Background: an optimization exercise with open tools, aiming at small area. Do not read the settings as production practice.
Only simulation tests tie the RTL to the original design; equivalence was not proved.
Power is estimated from default activity; no workload was simulated.

`design/flow/config.mk`:
```
export PLATFORM = sky130hd
export DESIGN_NAME = Snake404
export DESIGN_NICKNAME = Snake404
export VERILOG_FILES = /design/flow/design.v
export SDC_FILE = /design/flow/constraint.sdc
export NUM_CORES = 8
export LEC_CHECK = 0
export CAP_MARGIN = 20
export CORE_MARGIN = 2
export CORE_UTILIZATION = 70
export SLEW_MARGIN = 20
```
`design/flow/constraint.sdc`:
```
create_clock -name core_clock -period 100.0 [get_ports {clockInp}]
set_input_delay 20.0000 -clock core_clock [delete_from_list [all_inputs] [get_ports {clockInp}]]
set_output_delay 20.0000 -clock core_clock [all_outputs]
set_load 0.01 [all_outputs]
```
`design/flow/design.v`:
```
module Snake404
(
input [1:0] KEY ,  
input clockInp,  
input reset,  
output [47:0] HEX,  
output [9:0] LED  
);
function [2:0] jinc; input [2:0] j; jinc = {j[1], j[0], ~j[2]}; endfunction
function [2:0] jdec; input [2:0] j; jdec = {~j[0], j[2], j[1]}; endfunction
function [5:0] step_pos;
    input [5:0] p;
    input [2:0] c;
    reg [2:0] cp, s;
    reg up, dn;  
    begin
        cp = p[2:0];
        s = cp; up = 1'b0; dn = 1'b0;
        if (c[2]) begin  
            if (cp == 3'd1) s = 3'd2;
            else if (cp == 3'd2) s = 3'd1;
            else if (cp == 3'd4) s = 3'd5;
            else if (cp == 3'd5) s = 3'd4;
            else if (cp == 3'd3) s = c[1] ? (c[0] ? 3'd1 : 3'd2) : (c[0] ? 3'd4 : 3'd5);
            else s = c[1] ? (c[0] ? 3'd2 : 3'd1) : (c[0] ? 3'd5 : 3'd4);  
        end
        else if (cp == 3'd0 || cp == 3'd3 || cp == 3'd6) begin
            up = !c[1]; dn = c[1];
        end
        else if (cp == 3'd1 || cp == 3'd2) begin
            s = c[0] ? (cp == 3'd1 ? 3'd0 : 3'd3) : (cp == 3'd1 ? 3'd3 : 3'd6);
            dn = c[1];
        end
        else begin  
            s = c[0] ? (cp == 3'd4 ? 3'd0 : 3'd3) : (cp == 3'd4 ? 3'd3 : 3'd6);
            up = !c[1];
        end
        step_pos[2:0] = s;
        step_pos[5:3] = up ? jinc(p[5:3]) : dn ? jdec(p[5:3]) : p[5:3];
    end
endfunction
function [2:0] cand_code;
    input [2:0] cp;
    input [2:0] k;
    begin
        if (cp == 3'd0 || cp == 3'd3 || cp == 3'd6)
            cand_code = k[2] ? {1'b0, k[0], 1'b0} : {1'b1, k[1:0]};
        else
            cand_code = (k == 3'd0) ? 3'b100 : {1'b0, 2'(k - 3'd1)};
    end
endfunction
localparam [47:0] MSG_COOL = 48'b111111111000111010001000100010001000111111111111;
localparam [47:0] MSG_LOSE = 48'b100010011111111110001111100010001010001010000110;
reg [47:0] hq;       
reg [4:0] cnt;       
reg mclk;            
reg [3:0] nl;        
reg [4:0] c5;        
reg eg;              
reg pressed, applied;
reg [2:0] dhv;       
reg [5:0] apple;
reg [2:0] lc;        
reg [5:0] headpos;
reg [5:0] tail;
reg [4:0] ph;        
reg [4:0] kH;        
reg [4:0] kT;        
reg pT;              
reg [2:0] pend;      
reg [2:0] ring [0:29];
reg adv;             
reg [1:0] wst;       
reg [5:0] wpos;
reg [5:0] tf;        
reg [3:0] sf;        
integer i;
genvar g;
generate for (g = 0; g < 48; g = g + 1) begin : gh
    if (g % 8 == 7) begin : dot
        assign HEX[g] = 1'b1;
    end
    else begin : seg
        assign HEX[g] = hq[g];
    end
end endgenerate
wire ledu = c5[3] & !eg;                  
generate for (g = 0; g < 10; g = g + 1) begin : gl
    assign LED[g] = (nl > g);
end endgenerate
wire ph_h = (kH == 5'd0);
wire ph_t = (kT == 5'd0);
wire [2:0] code = ph_h ? pend : ring[29];
wire idle = (wst == 2'd0);
wire w_start = (wst == 2'd1) && ph_t;
wire [5:0] sx = idle ? headpos : wpos;    
wire [2:0] sc = idle ? dhv : code;
wire [5:0] sy = step_pos(sx, sc);
wire [5:0] np = sy;
wire [5:0] cin = sy;
wire [2:0] hj = headpos[5:3], cj = cin[5:3], hs = headpos[2:0], cs = cin[2:0];
wire e0 = (cj == hj), ep = (cj == jinc(hj)), em = (cj == jdec(hj));
wire [5:0] match;
generate for (g = 0; g < 6; g = g + 1) begin : mt
    wire [5:0] t = step_pos({3'b000, hs}, cand_code(hs, g));    
    assign match[g] = (cs == t[2:0]) && ((t[5:3] == 3'b000) ? e0 : (t[5:3] == 3'b001) ? ep : em);
end endgenerate
wire wrap = ledu ? (cnt[4] & cnt[2]) : (cnt[4] & cnt[1] & cnt[0]);    
wire stp = wrap && mclk;
wire mv = !eg && c5[2];                   
wire egend = c5[4] & c5[2];               
wire typeA = (headpos[2:0] == 3'd0) || (headpos[2:0] == 3'd3) || (headpos[2:0] == 3'd6);
reg [2:0] nslot;
reg [1:0] rslot, lslot;
always @* begin
    if (typeA) begin
        nslot = dhv[2] ? {1'b0, dhv[1:0]} : {2'b10, dhv[1]};
        if (!dhv[2]) begin
            rslot = {dhv[1], 1'b0};
            lslot = {dhv[1], 1'b1};
        end
        else begin
            rslot = {1'b0, dhv[0]};
            lslot = {1'b1, dhv[0]};
        end
    end
    else begin
        nslot = dhv[2] ? 3'd0 : {1'b0, dhv[1:0]} + 3'd1;
        rslot = 2'd0;
        lslot = 2'd0;
    end
end
wire crash = tf[nslot] || (pT && np == 6'd0) || (sf[rslot] && sf[lslot]);
wire eat = (apple == np);
wire win = eat && (lc == 3'd4) && !(nl[3] && nl[1] && nl[0]);   
function [4:0] inc30; input [4:0] x; inc30 = (x == 5'd29) ? 5'd0 : x + 5'd1; endfunction
wire moved = stp && mv && !crash;             
wire [5:0] apple_n = (apple[2:0] == 3'd0) ? {~apple[5:3], 3'd6}
                                         : {~jinc(apple[5:3]), apple[2:0] - 3'd1};
wire [3:0] nl_n = (stp && !eg) ? ((mv && crash) ? 4'd0 : (ledu ? nl : nl + 4'd1)) : nl;
function [5:0] dig1h; input [2:0] j;
    dig1h = {j[2] & ~j[1], j[1] & ~j[0], j[2] & j[0], j[1] & ~j[2], ~j[1] & j[0], ~j[2] & ~j[0]};
endfunction
wire [5:0] dA = dig1h(apple[5:3]), dT = dig1h(tail[5:3]), dN = dig1h(np[5:3]);
wire [7:0] sA = 8'd1 << apple[2:0], sT = 8'd1 << tail[2:0], sN = 8'd1 << np[2:0];
localparam [47:0] APPLES = (48'd1 << 0) | (48'd1 << 3) | (48'd1 << 6) | (48'd1 << 10) | (48'd1 << 13) |
                           (48'd1 << 17) | (48'd1 << 20) | (48'd1 << 24) | (48'd1 << 27) | (48'd1 << 30) |
                           (48'd1 << 34) | (48'd1 << 37) | (48'd1 << 41) | (48'd1 << 44);
wire rst1 = reset || (stp && eg && egend);           
wire tk = stp && !eg && !reset;                       
wire mvt = tk && mv;                                   
wire lsx = mvt && crash;                               
wire wnx = mvt && !crash && win;                       
wire nmx = mvt && !crash && !win;                      
wire [3:0] f1 = {rst1 | lsx | wnx, rst1 | lsx, rst1 | wnx, rst1};    
wire [3:0] f0 = {1'b0, wnx, lsx, lsx | wnx};
wire [5:0] dAt = dA & {6{tk}}, dTn = dT & {6{nmx}}, dNn = dN & {6{nmx}};
wire [47:0] hn;
generate for (g = 0; g < 48; g = g + 1) begin : hb
    wire a = APPLES[g] & dAt[g/8] & sA[g%8];
    wire t = dTn[g/8] & sT[g%8];
    wire h = dNn[g/8] & sN[g%8];
    wire s1 = f1[{MSG_LOSE[g], MSG_COOL[g]}] | (t & ~h);
    wire s0 = f0[{MSG_LOSE[g], MSG_COOL[g]}] | h;
    wire u = s1 | (hq[g] & ~s0);
    assign hn[g] = (a & ~hq[g]) | (~a & u);
end endgenerate
wire [5:0] tail_n = (reset || (stp && mv && crash)) ? 6'd0 :
                    (stp && mv && win) ? np :
                    (w_start && adv) ? sy : tail;
always @(posedge clockInp) begin
    wpos <= (!wst[1] && !(w_start && adv)) ? tail_n : sy;
    tail <= tail_n;
    tf <= w_start ? 6'd0 : (tf | (match & {6{wst[1]}}));
    pT <= w_start ? 1'b0 : (pT | (wst == 2'd3 && ph == 5'd0));
    sf <= w_start ? 4'd0 : (sf | (match[3:0] & {4{wst == 2'd3}}));
end
always @(posedge clockInp) begin
    hq <= hn;
    for (i = 1; i < 30; i = i + 1) ring[i] <= ring[i-1];
    ring[0] <= code;
    if (reset) begin
        ph <= 0;
        kH <= 0;
        kT <= 0;
        cnt <= 0;
        mclk <= 0;
        nl <= 0;
        c5 <= 0;
        eg <= 0;
        pressed <= 0;
        applied <= 0;
        dhv <= 0;
        apple <= 0;
        lc <= 0;
        headpos <= 0;
        adv <= 0;
        wst <= 2'd1;
    end
    else begin
        ph <= inc30(ph);
        kH <= moved ? kH : inc30(kH);
        if (stp && mv && (crash || win)) kT <= moved ? kH : inc30(kH);    
        else if (!(moved && !eat)) kT <= inc30(kT);                       
        begin : btn
            reg a1, p1;
            a1 = wrap ? 1'b0 : applied;
            p1 = (KEY == 2'b11) ? 1'b0 : pressed;
            if (!KEY[0] && !p1 && !a1) begin
                p1 = 1; a1 = 1;
                if (!dhv[2]) dhv <= {1'b1, dhv[1], ~dhv[1]};
                else dhv <= {1'b0, dhv[0], dhv[0]};
            end
            else if (!KEY[1] && !p1 && !a1) begin
                p1 = 1; a1 = 1;
                if (!dhv[2]) dhv <= {1'b1, dhv[1], dhv[1]};
                else dhv <= {1'b0, ~dhv[0], dhv[0]};
            end
            pressed <= p1;
            applied <= a1;
        end
        case (wst)
            2'd1: if (ph_t) begin
                adv <= 0;
                wst <= ph_h ? 2'd0 : 2'd2;
            end
            2'd2: wst <= ph_h ? 2'd0 : 2'd3;
            2'd3: wst <= ph_h ? 2'd0 : 2'd3;
            default: ;
        endcase
        cnt <= wrap ? {1'b0, nl_n} : cnt + 5'd1;
        nl <= nl_n;
        if (wrap) mclk <= ~mclk;
        if (stp) begin
            if (eg) begin
                c5 <= egend ? 5'd0 : c5 + 5'd1;
                if (egend) eg <= 0;
            end
            else begin
                c5 <= {2'b01, mv ? 3'd0 : c5[2:0] + 3'd1};
                if (mv) begin
                    wst <= 2'd1;
                    if (crash) begin
                        eg <= 1;
                        apple <= 0;
                        lc <= 0;
                        c5 <= 0;
                        headpos <= 0;
                        adv <= 0;
                    end
                    else begin
                        headpos <= np;
                        pend <= dhv;
                        if (eat) begin
                            apple <= apple_n;
                            lc <= lc + 3'd1;
                        end
                        if (win) begin
                            lc <= 0;
                            c5 <= 0;
                            eg <= 1;
                            adv <= 0;
                        end
                        else if (eat) adv <= 0;
                        else begin
                            adv <= 1;
                        end
                    end
                end
            end
        end
    end
end
endmodule
```
`design/flow/flow/run.sh`:
```
#!/bin/bash
# Own layout flow: the standard flow (standard.sh) with three changes.
#  1. Synthesis is the standard flow's own synthesis script, except that ABC maps the logic with the
#     area-oriented script flow/area.abc and Yosys does not extract half/full adders first.
#     (&deepsyn, a time-limited search, then area-oriented mapping.)
#     Registers are inferred and mapped exactly as in the standard synthesis (ABC only sees
#     the logic between them), so they keep their names and cell types.
#  2. Ports are buffered with the smallest buffer cell.
#  3. Clock tree synthesis uses clkbuf_8 buffers, clusters of at most 16 flip-flops and no dummy
#     loads (the standard settings build the tree from clkbuf_16 cells).
# Each tool's output goes to a log file in this folder (synth.log, layout.log) and ORFS's own
# logs under orfs/logs.
set -euo pipefail
W=$(pwd)
RES="$W/orfs/results/$FLOW_PLATFORM/Snake404/base"
ABC="$W/flow/area.abc"

# synth_recipe.tcl, with Yosys's abc command redirected to our script
{
  cat <<EOF
proc abc {args} {
  set out {}
  set skip 0
  foreach a \$args {
    if {\$skip} { set skip 0; continue }
    if {\$a eq "-script"} { set skip 1; continue }
    lappend out \$a
  }
  yosys abc -script $ABC {*}\$out
}
EOF
  cat "$W/synth_recipe.tcl"
} > "$W/own_synth.tcl"

make -C "$FLOW_HOME" DESIGN_CONFIG="$W/config.mk" WORK_HOME="$W/orfs" CLKGATE_MAP_FILE= \
  SYNTH_SCRIPT="$W/own_synth.tcl" ADDER_MAP_FILE= "$RES/1_2_yosys.v" > "$W/synth.log" 2>&1

CTS="-sink_clustering_enable -sink_clustering_size 16 -sink_clustering_max_diameter 60"
CTS="$CTS -buf_list sky130_fd_sc_hd__clkbuf_8 -root_buf sky130_fd_sc_hd__clkbuf_8 -dont_use_dummy_load -repair_clock_nets"
bash "$W/standard.sh" "BUFFER_PORTS_ARGS=-buffer_cell sky130_fd_sc_hd__buf_1" "CTS_ARGS=$CTS" finish \
  > "$W/layout.log" 2>&1
```
`design/flow/flow/area.abc`:
```
strash; &get -n; &deepsyn -T 300; &put; &get -n; &dch -f; &nf -a -R 1000; &put; topo; dnsize -c
```
`design/flow/standard.sh`:
```
#!/bin/bash
# synth_recipe.tcl (not shown) runs the flow's synth.tcl, then flattens the netlist and writes it again
# the make line also repeats each setting of config.mk as NAME=value (left out here)
make -C /OpenROAD-flow-scripts/flow DESIGN_CONFIG=/design/flow/config.mk WORK_HOME=/design/flow/orfs CLKGATE_MAP_FILE= SYNTH_SCRIPT=/design/flow/synth_recipe.tcl "${@:-finish}"
```
==> results of run 1 <==
==> cell families after synthesis <==
group | synth area share [%]
compound gates | 19.3
simple gates | 18.3
flops | 56.2
other cells | 0.0493
mux | 2.35
buf+inv | 1.58
xor+xnor | 2.30
==> power breakdown <==
part / switching, uW / internal, uW
logic: 25.6 / 11.2
registers: 4.10 / 90.5
clock network: 25.6 / 15.4
==> path summary, 6_finish.rpt <==
kind / startpoint / end / cells past startpoint
worst max-delay path: reset / hq[27] / 11
worst min-delay path: ring[23][1] / ring[24][1] / 0
worst max register to register: wst[1] / hq[27] / 19
worst min register to register: ring[23][1] / ring[24][1] / 0
==> cells in the mapped netlist, types with 16 or more instances <==
| master | instances | area, um^2 |
|---|---|---|
| a221oi_1 | 16 | 140 |
| nor2_1 | 86 | 323 |
| a22o_1 | 18 | 158 |
| nand3_1 | 20 | 100 |
| o21ai_0 | 42 | 210 |
| a22oi_1 | 17 | 128 |
| dfxtp_1 | 209 | 4180 |
| nand2_1 | 86 | 323 |
| clkinv_1 | 19 | 71.3 |
| a21oi_1 | 79 | 395 |
| nor3_1 | 41 | 205 |
==> critical path: stages <==
cell	delay, ps
buf_1	70
buf_4	200
nor2_1	760
nand2_1	210
or2_0	490
and2_0	520
nand2_1	260
a211oi_1	60
a21oi_1	140
nor2_1	60
a21oi_1	120
==> layer usage <==
metal	global-route usage, %	up-vias	wire length [um]
met5	0	-	0
met4	16.8	0	974
met3	6.87	84	2050
met2	53.6	421	8870
met1	44.1	3154	7800
li1	-	3061	-
==> flip-flops by register name (all words and copies together), names as in the netlist, 5 cells and up <==
signal   flops
tf           6
ph           5
kT           5
apple        6
hq          42
headpos      6
ring        90
c5           5
wpos         6
kH           5
cnt          5
tail         6
==> placed cells by master, fill, tap and decap left out, types with 3 or more instances in the layout <==
cell type	n
nand4_1	6
o32ai_1	3
a22o_1	18
o221ai_1	3
xor2_1	9
clkbuf_8	17
a32o_1	4
mux2i_1	10
edfxtp_1	3
a21oi_1	79
buf_4	10
and3_1	11
nand3_1	20
nor3b_1	10
nand2_1	86
conb_1	6
a221oi_1	16
nor2_1	86
a41oi_1	4
a31oi_1	6
buf_1	55
nor3_1	41
dfxtp_1	209
o21ai_0	42
or2_0	8
nor2b_1	5
a22oi_1	17
o22ai_1	5
o21a_1	4
a211oi_1	9
or3_1	4
clkinv_1	19
nand2b_1	6
and2_0	11
a21o_1	5
xnor2_1	11
mux2_1	7
==> final cells by class <==
type / count / area (um^2)
tap: 140 / 175
clock buffer: 17 / 234
fill: 753 / 2470
multi-input combinational: 570 / 3240
sequential: 212 / 4270
timing repair buffer: 65 / 282
inverter: 19 / 71.3
==> stage by stage <==
step           instance area (um^2)  hold slack, ps  cells  worst slack (ps)
2_1_floorplan                  7630             310    808             78010
6_report                       8280             328   1023             77540
5_1_grt                        8280             336   1023             77320
3_5_place_dp                   8040             312   1006             77120
3_3_place_gp                   8040             312   1006             77220
4_1_cts                        8280             330   1023             77620
==> impl_metrics.json, run 1 <==
{
  "diodes": 0,
  "layout.nets": 889,
  "grt_pass1_vias": 6336,
  "areaGrowthSynthToFinish_pct": 8.76,
  "rsz0062_at_grt": "no",
  "routed_wl_mm": 19.7,
  "post_cts_buffers": 0,
  "tightest_slew_ps": 1100,
  "clockBufferDepth": 3,
  "die_y_um": 108,
  "grt_pass1_wl_mm": 31.2,
  "ys_warn_count": 2,
  "clk_pin_slew_worst_paths_ps": 100,
  "drt-pass1-iter-count": 8,
  "drive_above_1_share_pct": 3.17,
  "fin_tns_setup_ps": 0,
  "critical_path.max_fanout": 20,
  "drt-initial-drc-count": 590,
  "hp-class": "flop to flop",
  "gp_congestion": 0.953,
  "h-tree-depth": 1,
  "cp.arrival_ps": 22890,
  "grt_antenna_before_repair": 0,
  "die-area_um2": 11700,
  "utilization_pct": 77.0,
  "status": "timing/DRC/antenna clean",
  "netlist_area_um2": 7610,
  "cts_hold_buf": 0,
  "drc": 0,
  "core-area_um2": 10700,
  "num_io_pins": 62,
  "start_util_pct": 70.8,
  "track_usage_pct": 33.8,
  "period_share_pct": 22.5,
  "cts_buffers": 17,
  "start_kind": "input port",
  "syn_inst": 803,
  "postRouteAntennaNets": 0,
  "synthFlopType": "dfxtp_1",
  "hold_viol_final": 0,
  "syn_avg_cell_area_um2": 9.48,
  "synth_edf_count": 3,
  "cts.sinks": 212,
  "required_ps": 100430,
  "critPathKind": "input port to flop",
  "async_reset_ff_share_pct": 0,
  "portBuffers": 55,
  "ys_seq_area_share_pct": 56.2,
  "ys_seq_elements": 212,
  "clkLatencyLatePin_ps": 510,
  "synth_cell_types": 48,
  "fin_skew_ps": 44.8,
  "vias": 6720,
  "viasPerCell": 6.57,
  "drv_slew": 0,
  "ir_drop_mv": 0.0163,
  "p_leak_uw": 0.00313,
  "dp_hpwl_mm": 13.8,
  "cts_tree": "yes",
  "slew_headroom_pct": 26.2,
  "overflow": 0,
  "die_x_um": 108,
  "drv_cap": 0,
  "endpoint_kind": "flop",
  "rows": 38,
  "grt_max_degree": 21,
  "min_period_ps": 22460,
  "cts-root-buf": "clkbuf_8",
  "r2r_setup_slack_ps": 93160,
  "wl_per_cell_um": 19.3,
  "fmax_ghz": 0.0445,
  "power_density_nw_per_um2": 20.8,
  "finalPower_uw": 172,
  "cts_resized": 0,
  "finalSetupViolations": 0
}
==> run 2, diff against run 1 <==
--- a/design/flow/design.v
+++ b/design/flow/design.v
@@ -134,3 +134,3 @@
 wire eat = (apple == np);
-wire win = eat && (lc == 3'd4) && !(nl[3] && nl[1] && nl[0]);   
+wire win = eat && (lc[1] && !lc[0]) && !(nl[3] && nl[1] && nl[0]);   
 function [4:0] inc30; input [4:0] x; inc30 = (x == 5'd29) ? 5'd0 : x + 5'd1; endfunction
@@ -162,5 +162,3 @@
     wire h = dNn[g/8] & sN[g%8];
-    wire s1 = f1[{MSG_LOSE[g], MSG_COOL[g]}] | (t & ~h);
-    wire s0 = f0[{MSG_LOSE[g], MSG_COOL[g]}] | h;
-    wire u = s1 | (hq[g] & ~s0);
+    wire u = f1[{MSG_LOSE[g], MSG_COOL[g]}] | (~h & (t | (hq[g] & ~f0[{MSG_LOSE[g], MSG_COOL[g]}])));
     assign hn[g] = (a & ~hq[g]) | (~a & u);
@@ -255,3 +253,3 @@
                             apple <= apple_n;
-                            lc <= lc + 3'd1;
+                            lc <= {lc[1], lc[0], ~lc[2]};    
                         end
--- a/design/flow/flow/run.sh
+++ b/design/flow/flow/run.sh
@@ -4,3 +4,3 @@
 #     area-oriented script flow/area.abc and Yosys does not extract half/full adders first.
-#     (&deepsyn, a time-limited search, then area-oriented mapping.)
+#     (&deepsyn, stopped after 200 steps without improvement, then area-oriented mapping.)
 #     Registers are inferred and mapped exactly as in the standard synthesis (ABC only sees
==> design/flow/flow/area.abc (replaced) <==
strash; &get -n; &deepsyn -J 200 -T 1500; &put; &get -n; &dch -f; &nf -a -R 1000; &put; topo; dnsize -c
==> impl_metrics.json, run 2 <==
{
  "die_x_um": 108,
  "p_leak_uw": 0.00306,
  "slew_headroom_pct": 28.8,
  "ys_seq_area_share_pct": 56.6,
  "grt_antenna_before_repair": 0,
  "min_period_ps": 22340,
  "cp.arrival_ps": 22760,
  "dp_cells": 980,
  "ys_top_cells_by_count": "dfxtp_1 (209), a21oi_1 (90), nor2_1 (76)",
  "syn_inst": 785,
  "synth_cell_types": 48,
  "utilization_pct": 78.6,
  "drt-pass1-iter-count": 5,
  "layout_commonest_cell": "dfxtp_1",
  "hp-class": "flop to flop",
  "drv_slew": 0,
  "gp_congestion": 0.914,
  "portBuffers": 55,
  "final_area_um2": 8180,
  "power_density_nw_per_um2": 20.4,
  "rows": 37,
  "clk_pin_slew_worst_paths_ps": 110,
  "vias": 6447,
  "rsz0062_at_grt": "no",
  "cpMaxStageDelayCell": "nor3b_1",
  "die_y_um": 108,
  "synthFlopType": "dfxtp_1",
  "drc": 0,
  "crit_family": "simple AND/OR/NAND/NOR gates",
  "fin_tns_setup_ps": 0,
  "overflow": 0,
  "synth_largest_area_cell": "dfxtp_1",
  "fin_cells": 997,
  "drive_above_1_share_pct": 2.79,
  "synth_area_leaders": "dfxtp_1 (55%), a21oi_1 (6.0%), nor2_1 (3.8%), nand2_1 (3.6%), o21ai_0 (2.7%)",
  "fmax_ghz": 0.0448,
  "clkPwrFrac_pct": 24.4,
  "largest_reg_flops": 90,
  "hold_viol_final": 0,
  "max_stage_delay_ps": 870,
  "core-area_um2": 10400,
  "final_cell_mix": "dfxtp_1 (209), a21oi_1 (90), nor2_1 (76)",
  "layout.nets": 867,
  "async_reset_ff_share_pct": 0,
  "routed_wl_mm": 18.7,
  "syn_avg_cell_area_um2": 9.62,
  "track_usage_pct": 32.0,
  "ir_drop_mv": 0.0150,
  "netlist_area_um2": 7550,
  "dp_hpwl_mm": 13.1,
  "cts.sinks": 212,
  "viasPerCell": 6.47,
  "cts_hold_buf": 0,
  "cp_common_cell": "a21oi_1",
  "synthMostInstantiatedCell": "dfxtp_1",
  "h-tree-depth": 1,
  "yosys.area.top_type_share_pct": 55.4,
  "start_util_pct": 72.5,
  "status": "timing/DRC/antenna clean",
  "critPathKind": "input port to flop",
  "endpoint_kind": "flop",
  "postRouteAntennaNets": 0,
  "tightest_slew_ps": 1070,
  "power_frac_seq_pct": 56.6,
  "p_sw_share_pct": 30.7,
  "postPlaceCellArea_um2": 7950,
  "synth_edf_count": 3,
  "comb_power_share_pct": 19.0,
  "ys_warn_count": 2,
  "grt_pass1_wl_mm": 29.7,
  "drv_cap": 0,
  "cts_tree": "yes",
  "post_cts_buffers": 0,
  "critical_path_buf_inv_count": 2,
  "period_share_pct": 22.3,
  "grt_pass1_vias": 5983,
  "wl_per_cell_um": 18.7,
  "finalPower_uw": 167,
  "grt_max_degree": 21,
  "die-area_um2": 11600,
  "critical_path.max_fanout": 20,
  "cts-root-buf": "clkbuf_8",
  "clkLatencyLatePin_ps": 510,
  "clockBufferDepth": 3,
  "cts_buffers": 17,
  "cts_resized": 0,
  "drt-initial-drc-count": 523,
  "diodes": 0,
  "p_sw_uw": 51.1,
  "p_int_uw": 116,
  "largest-register": "ring",
  "required_ps": 100420,
  "ys_seq_elements": 212,
  "biggestRegsByFlops": "ring (90), hq (42)",
  "areaGrowthSynthToFinish_pct": 8.35,
  "finalSetupViolations": 0,
  "start_kind": "input port",
  "cp_cell_sequence": "buf_1 > buf_4 > nor2_1 > nand2_1 > nor3b_1 > a22oi_1 > a21oi_1 > nor3_1 > a21oi_1",
  "num_io_pins": 62,
  "fin_skew_ps": 62.0
}
==> run 2: cell count changes after synthesis, moves of 4 or more <==
cell	delta
a211oi_1	+5
a221oi_1	+4
nand2_1	-14
nor3_1	-6
nor2_1	-10
a21oi_1	+11
a22o_1	-10
nand2b_1	+7
clkinv_1	-6
==> run 2: layout make-up <==
class	instances	area (um^2)
clock buffers	17	234
flip-flops and latches	212	4270
well taps	136	170
fillers	726	2230
multi-input cells	558	3200
inverters	13	48.8
repair buffers	61	251
==> run 2: per-stage QoR <==
step | setup WS [ps] | hold WS [ps]
after floorplan | 78110 | 310
after global placement | 77350 | 311
after detailed placement | 77180 | 312
after CTS | 77710 | 329
after global routing | 77370 | 338
final | 77660 | 332
==> run 2: kinds of logic (layout without fill, tap and decap cells) <==
group	count (synthesis)	count (layout)	share of synthesized area, %
AOI/OAI and AO/OA	235	235	19.8
xor gates and xnor gates	23	23	2.67
buffers and inverters	20	91	1.29
DFF	212	212	56.6
muxes	14	14	1.95
other	1	6	0.0497
and+or+nand+nor	280	280	17.6
==> run 2: worst paths after layout <==
kind | start | end | slack, ps | depth (start not counted)
min | ring[2][1] | ring[3][1] | 330 | 0
min reg2reg | ring[2][1] | ring[3][1] | 330 | 0
max | reset | hq[17] | 77660 | 9
max reg2reg | wst[1] | wpos[1] | 93890 | 20
==> run 2: power by group through the flow <==
| stage | combinational, uW | clock [uW] | sequential, uW |
|---|---|---|---|
| finish | 31.8 | 40.7 | 94.3 |
| global route | 34.2 | 43.8 | 94.9 |
| CTS | 30.9 | 40.8 | 94.2 |
| detailed placement | 30.8 | 0 | 96.0 |
| global placement | 29.0 | 0 | 95.7 |
| floorplan | 21.0 | 0 | 94.7 |
==> run 2: per-layer routing <==
metal / routed length [um] / vias up / global-route usage (%) / part of all wire (%)
met5: 0 / - / 0 / 0
met4: 625 / 0 / 12.2 / 3.3
met3: 1770 / 68 / 4.90 / 9.4
met2: 8880 / 369 / 54.0 / 48
met1: 7410 / 3024 / 41.4 / 40
li1: - / 2986 / - / -
==> run 3, diff against run 2 <==
--- a/design/flow/design.v
+++ b/design/flow/design.v
@@ -108,2 +108,5 @@
 wire wrap = ledu ? (cnt[4] & cnt[2]) : (cnt[4] & cnt[1] & cnt[0]);    
+wire keys_up = KEY[0] & KEY[1];
+wire a1 = !wrap && applied;
+wire take = !keys_up && !pressed && !a1;    
 wire stp = wrap && mclk;
@@ -202,19 +205,5 @@
         else if (!(moved && !eat)) kT <= inc30(kT);                       
-        begin : btn
-            reg a1, p1;
-            a1 = wrap ? 1'b0 : applied;
-            p1 = (KEY == 2'b11) ? 1'b0 : pressed;
-            if (!KEY[0] && !p1 && !a1) begin
-                p1 = 1; a1 = 1;
-                if (!dhv[2]) dhv <= {1'b1, dhv[1], ~dhv[1]};
-                else dhv <= {1'b0, dhv[0], dhv[0]};
-            end
-            else if (!KEY[1] && !p1 && !a1) begin
-                p1 = 1; a1 = 1;
-                if (!dhv[2]) dhv <= {1'b1, dhv[1], dhv[1]};
-                else dhv <= {1'b0, ~dhv[0], dhv[0]};
-            end
-            pressed <= p1;
-            applied <= a1;
-        end
+        pressed <= !keys_up && (pressed || !a1);
+        applied <= a1 || take;
+        if (take) dhv <= dhv[2] ? {1'b0, dhv[0] ^ KEY[0], dhv[0]} : {1'b1, dhv[1], dhv[1] ^ !KEY[0]};
         case (wst)
==> impl_metrics.json, run 3 <==
{
  "wl_per_cell_um": 19.1,
  "cp_cell_sequence": "buf_1 > clkinv_1 > nand4_1 > nor4_2 > nand3_1 > nand2_1 > a221oi_1 > a21oi_1 > nor2_1 > a21oi_1",
  "overflow": 0,
  "clkLatencyLatePin_ps": 510,
  "finalWorstSetupSlack_ps": 77310,
  "cp.arrival_ps": 23120,
  "ys_seq_elements": 212,
  "portBuffers": 55,
  "hold-worst-slack_ps": 301,
  "netlist_area_um2": 7510,
  "critical_path.max_fanout": 15,
  "final_cell_mix": "dfxtp_1 (209), a21oi_1 (91), nand2_1 (77)",
  "largest-register": "ring",
  "drt-initial-drc-count": 528,
  "cpMaxStageDelayCell": "nor4_2",
  "die_y_um": 108,
  "reg2reg_from": "wst[1]",
  "required_ps": 100430,
  "ys_seq_area_share_pct": 56.9,
  "clk_pin_slew_worst_paths_ps": 110,
  "hp-class": "flop to flop",
  "drv_slew": 0,
  "hold_viol_final": 0,
  "synthMostInstantiatedCell": "dfxtp_1",
  "post_cts_buffers": 0,
  "cts.sinks": 212,
  "ff2ff_path_depth": 21,
  "drive_above_1_share_pct": 2.81,
  "vias": 6360,
  "critPathKind": "input port to flop",
  "h-tree-depth": 1,
  "start_kind": "input port",
  "cts_buffers": 17,
  "synthFlopType": "dfxtp_1",
  "fin_skew_ps": 81.2,
  "die_x_um": 108,
  "synth_edf_count": 3,
  "ys_top_cells_by_count": "dfxtp_1 (209), a21oi_1 (91), nand2_1 (77)",
  "rows": 37,
  "crit_path_start": "reset",
  "num_io_pins": 62,
  "finalSetupViolations": 0,
  "ir_drop_mv": 0.0150,
  "biggestRegsByFlops": "ring (90), hq (42)",
  "worstSetupEndpoint": "hq[6]",
  "diodes": 0,
  "drc": 0,
  "clockBufferDepth": 3,
  "max_stage_delay_ps": 700,
  "r2r_setup_slack_ps": 93610,
  "cts_hold_buf": 0,
  "slew_headroom_pct": 18.1,
  "status": "timing/DRC/antenna clean",
  "cts-root-buf": "clkbuf_8",
  "drv_cap": 0,
  "min_period_ps": 22690,
  "fmax_ghz": 0.0441,
  "syn_avg_cell_area_um2": 9.65,
  "layout.nets": 859,
  "fillers": 690,
  "viasPerCell": 6.43,
  "tightest_slew_ps": 1230,
  "dp_hpwl_mm": 13.3,
  "postPlaceCellArea_um2": 7890,
  "yosys.area.top_type_share_pct": 55.7,
  "cts_tree": "yes",
  "grt_max_degree": 19,
  "final_area_um2": 8140,
  "finalPower_uw": 179,
  "syn_inst": 778,
  "fin_tns_setup_ps": 0,
  "routed_wl_mm": 18.9,
  "layout_commonest_cell": "dfxtp_1",
  "grt_antenna_before_repair": 0,
  "async_reset_ff_share_pct": 0,
  "grt_pass1_wl_mm": 30.2,
  "endpoint_kind": "flop",
  "synth_largest_area_cell": "dfxtp_1",
  "synth_cell_types": 47,
  "track_usage_pct": 32.8,
  "grt_pass1_vias": 6058,
  "r2r-end": "wpos[0]",
  "postRouteAntennaNets": 0,
  "period_share_pct": 22.7,
  "areaGrowthSynthToFinish_pct": 8.38,
  "rsz0062_at_grt": "no",
  "power_density_nw_per_um2": 22.0,
  "core-area_um2": 10400,
  "cp_common_cell": "a21oi_1",
  "drt-pass1-iter-count": 5,
  "cts_resized": 0,
  "synth_area_leaders": "dfxtp_1 (56%), a21oi_1 (6.1%), nand2_1 (3.9%), nor2_1 (3.3%), o21ai_0 (3.2%)",
  "p_leak_uw": 0.00300,
  "largest_reg_flops": 90,
  "gp_congestion": 0.912,
  "die-area_um2": 11600,
  "start_util_pct": 72.4,
  "ys_warn_count": 2,
  "pre_cts_slack_ps": 76430
}
run 3: critical path, delay by kind of cell:
kind	cells	cell delay, ps
simple gates	5	2100
compound gates	3	410
buf+inv	2	580
run 3: cells by family after synthesis:
| kind of cell | count (synthesis) | synth area share [%] |
|---|---|---|
| simple gates | 270 | 17.1 |
| compound gates | 238 | 20.1 |
| flops | 212 | 56.9 |
| xor+xnor | 22 | 2.57 |
| buf+inv | 21 | 1.35 |
| mux | 14 | 1.90 |
| other cells | 1 | 0.0500 |
run 3: final cells by class:
class / count / area, um^2 / share of cell area (%)
clock buffer: 17 / 234 / 2.88
inverter: 14 / 52.6 / 0.646
multi-input combinational: 550 / 3160 / 38.8
sequential: 212 / 4270 / 52.5
tap: 136 / 170 / 2.09
timing repair buffer: 60 / 244 / 3.00
run 3: routing by layer:
| layer | GRT usage [%] | wire, um |
|---|---|---|
| met1 | 42.5 | 7730 |
| met4 | 14.7 | 806 |
| met5 | 0 | 0 |
| met2 | 53.6 | 8710 |
| met3 | 6.05 | 1640 |
run 3: where the power goes:
group          switching, uW  internal, uW
registers               4.45          91.8
clock network           25.5          15.3
logic                   29.3          12.6
total                   59.2           120
run 3: stage by stage:
| step | cells | utilization [%] |
|---|---|---|
| 2_1_floorplan | 783 | - |
| 3_3_place_gp | 972 | 76.1 |
| 3_5_place_dp | 972 | 76.1 |
| 4_1_cts | 989 | 78.3 |
| 5_1_grt | 989 | 78.5 |
| 6_report | 989 | 78.5 |
run 3: worst min path at each step:
stage / startpoint / endpoint / slack [ps] / depth (start not counted)
floorplan: ring[9][0] / ring[10][0] / 310 / 0
global placement: ring[11][0] / ring[12][0] / 310 / 0
detailed placement: ring[5][0] / ring[6][0] / 310 / 0
CTS: ring[7][2] / ring[8][2] / 300 / 0
global route: ring[7][2] / ring[8][2] / 300 / 0
finish: ring[7][2] / ring[8][2] / 300 / 0
==> run 4, diff against run 3 <==
--- a/design/flow/design.v
+++ b/design/flow/design.v
@@ -44,3 +44,5 @@
     input [2:0] k;
+    reg [2:0] km1;
     begin
+        km1 = k - 3'd1;
         if (cp == 3'd0 || cp == 3'd3 || cp == 3'd6)
@@ -48,3 +50,3 @@
         else
-            cand_code = (k == 3'd0) ? 3'b100 : {1'b0, 2'(k - 3'd1)};
+            cand_code = (k == 3'd0) ? 3'b100 : {1'b0, km1[1:0]};
     end
==> impl_metrics.json, run 4 <==
{
  "status": "timing/DRC/antenna clean",
  "synth_area_leaders": "dfxtp_1 (56%), a21oi_1 (6.1%), nand2_1 (3.9%), nor2_1 (3.3%), o21ai_0 (3.2%)",
  "power_density_nw_per_um2": 22.0,
  "layout.nets": 859,
  "die_y_um": 108,
  "ir_drop_mv": 0.0150,
  "grt_antenna_before_repair": 0,
  "cts_buffers": 17,
  "layout_commonest_cell": "dfxtp_1",
  "yosys.area.top_type_share_pct": 55.7,
  "core-area_um2": 10400,
  "min_period_ps": 22690,
  "hold_viol_final": 0,
  "critical_path.max_fanout": 15,
  "fin_tns_setup_ps": 0,
  "cts_resized": 0,
  "start_util_pct": 72.4,
  "final_cell_mix": "dfxtp_1 (209), a21oi_1 (91), nand2_1 (77)",
  "h-tree-depth": 1,
  "gp_congestion": 0.912,
  "drt-initial-drc-count": 528,
  "biggestRegsByFlops": "ring (90), hq (42)",
  "post_cts_buffers": 0,
  "portBuffers": 55,
  "netlist_area_um2": 7510,
  "largest_reg_flops": 90,
  "grt_pass1_vias": 6058,
  "cp.arrival_ps": 23120,
  "hp-class": "flop to flop",
  "num_io_pins": 62,
  "start_kind": "input port",
  "ys_top_cells_by_count": "dfxtp_1 (209), a21oi_1 (91), nand2_1 (77)",
  "synthFlopType": "dfxtp_1",
  "async_reset_ff_share_pct": 0,
  "track_usage_pct": 32.8,
  "clockBufferDepth": 3,
  "rsz0062_at_grt": "no",
  "cts_tree": "yes",
  "critPathKind": "input port to flop",
  "required_ps": 100430,
  "drt-pass1-iter-count": 5,
  "finalWorstSetupSlack_ps": 77310,
  "cts_hold_buf": 0,
  "drv_cap": 0,
  "clkLatencyLatePin_ps": 510,
  "rows": 37,
  "fmax_ghz": 0.0441,
  "vias": 6360,
  "die-area_um2": 11600,
  "grt_max_degree": 19,
  "routed_wl_mm": 18.9,
  "dp_hpwl_mm": 13.3,
  "synth_edf_count": 3,
  "ys_seq_elements": 212,
  "p_leak_uw": 0.00300,
  "largest-register": "ring",
  "tightest_slew_ps": 1230,
  "synth_largest_area_cell": "dfxtp_1",
  "postRouteAntennaNets": 0,
  "drc": 0,
  "diodes": 0,
  "endpoint_kind": "flop",
  "die_x_um": 108,
  "clk_pin_slew_worst_paths_ps": 110,
  "syn_avg_cell_area_um2": 9.65,
  "grt_pass1_wl_mm": 30.2,
  "ys_seq_area_share_pct": 56.9,
  "fin_skew_ps": 81.2,
  "cts-root-buf": "clkbuf_8",
  "drive_above_1_share_pct": 2.81,
  "pre_cts_slack_ps": 76430,
  "areaGrowthSynthToFinish_pct": 8.38,
  "overflow": 0,
  "synth_cell_types": 47,
  "syn_inst": 778,
  "viasPerCell": 6.43,
  "cts.sinks": 212,
  "wl_per_cell_um": 19.1,
  "finalSetupViolations": 0,
  "drv_slew": 0,
  "ys_warn_count": 2,
  "period_share_pct": 22.7,
  "synthMostInstantiatedCell": "dfxtp_1",
  "slew_headroom_pct": 18.1
}
-- run 4: cell counts after synthesis --
Identical to the previous run, type by type.
-- run 4: worst paths after layout --
kind | start | endpoint | slack (ps) | cells past startpoint
worst max register to register | wst[1] | wpos[0] | 93610 | 21
worst min register to register | ring[7][2] | ring[8][2] | 300 | 0
worst min-delay path | ring[7][2] | ring[8][2] | 300 | 0
worst max-delay path | reset | hq[6] | 77310 | 10
-- run 4: logic make-up after synthesis --
logic type	after synthesis	synth area share, %
simple gates	270	17.1
other cells	1	0.0500
mux	14	1.90
compound gates	238	20.1
xor+xnor	22	2.57
buf+inv	21	1.35
flops	212	56.9
-- run 4: worst max-delay path, cell delays in order --
cell and delay, ps:
buf_1 280, clkinv_1 300, nand4_1 360, nor4_2 700
nand3_1 480, nand2_1 510, a221oi_1 90, a21oi_1 180
nor2_1 50, a21oi_1 140
-- run 4: final cells by class --
class	instances	area [um^2]
Sequential cell	212	4270
Multi-Input combinational cell	550	3160
Fill cell	690	2230
Timing Repair Buffer	60	244
Clock buffer	17	234
Tap cell	136	170
Inverter	14	52.6
-- run 4: power by group --
part	internal (uW)	switching [uW]
Clock	15.3	25.5
Combinational	12.6	29.3
Sequential	91.8	4.45
-- run 4: stage by stage --
step	std cells	hold slack [ps]	util, %	power, uW	instance area (um^2)
floorplan	783	310	-	124	7520
global placement	972	313	76.1	135	7890
detailed placement	972	312	76.1	138	7890
CTS	989	296	78.3	177	8120
global route	989	302	78.5	186	8140
finish	989	301	78.5	179	8140
-- run 4: routing by layer --
layer	up-vias	track usage (%)	part of all wire, %
met5	-	0	0
met4	0	14.7	4.3
li1	2974	-	-
met1	2959	42.5	41
met2	356	53.6	46
met3	71	6.05	8.7

## static timing again, ports no longer ideal
Ports are ideal in the flow. The routed layouts listed here were re-timed in OpenROAD.
Step 1, drivers: a clkbuf_16 drives clockInp and a buf_2 each remaining input, both assumed.
Step 2 times the ports against the registers' clock, not the clock port: input delays grow and output delays shrink by t, the midpoint of the rising clock arrivals with the driver on.
Three values: ideal, step 1, step 2; two values: the first two.
run	t, ns	setup WS [ns]	worst setup path at the end	clock arrival spread, ns	slew at the worst register clock pin (ns)
run 1	0.530	77.539 / 77.560 / 77.029	input to register	0.045 / 0.045	0.10 / 0.10
run 2	0.512	77.658 / 77.674 / 77.162	input to register	0.063 / 0.062	0.11 / 0.11
run 3	0.509	77.310 / 77.323 / 76.814	input to register	0.081 / 0.082	0.11 / 0.11
run 4	0.509	77.310 / 77.323 / 76.814	input to register	0.081 / 0.082	0.11 / 0.11
After both steps every run listed still meets setup and hold. The setup slack of run 1, which loses most, moves by +0.021 ns with the drivers and by -0.510 ns with both steps.
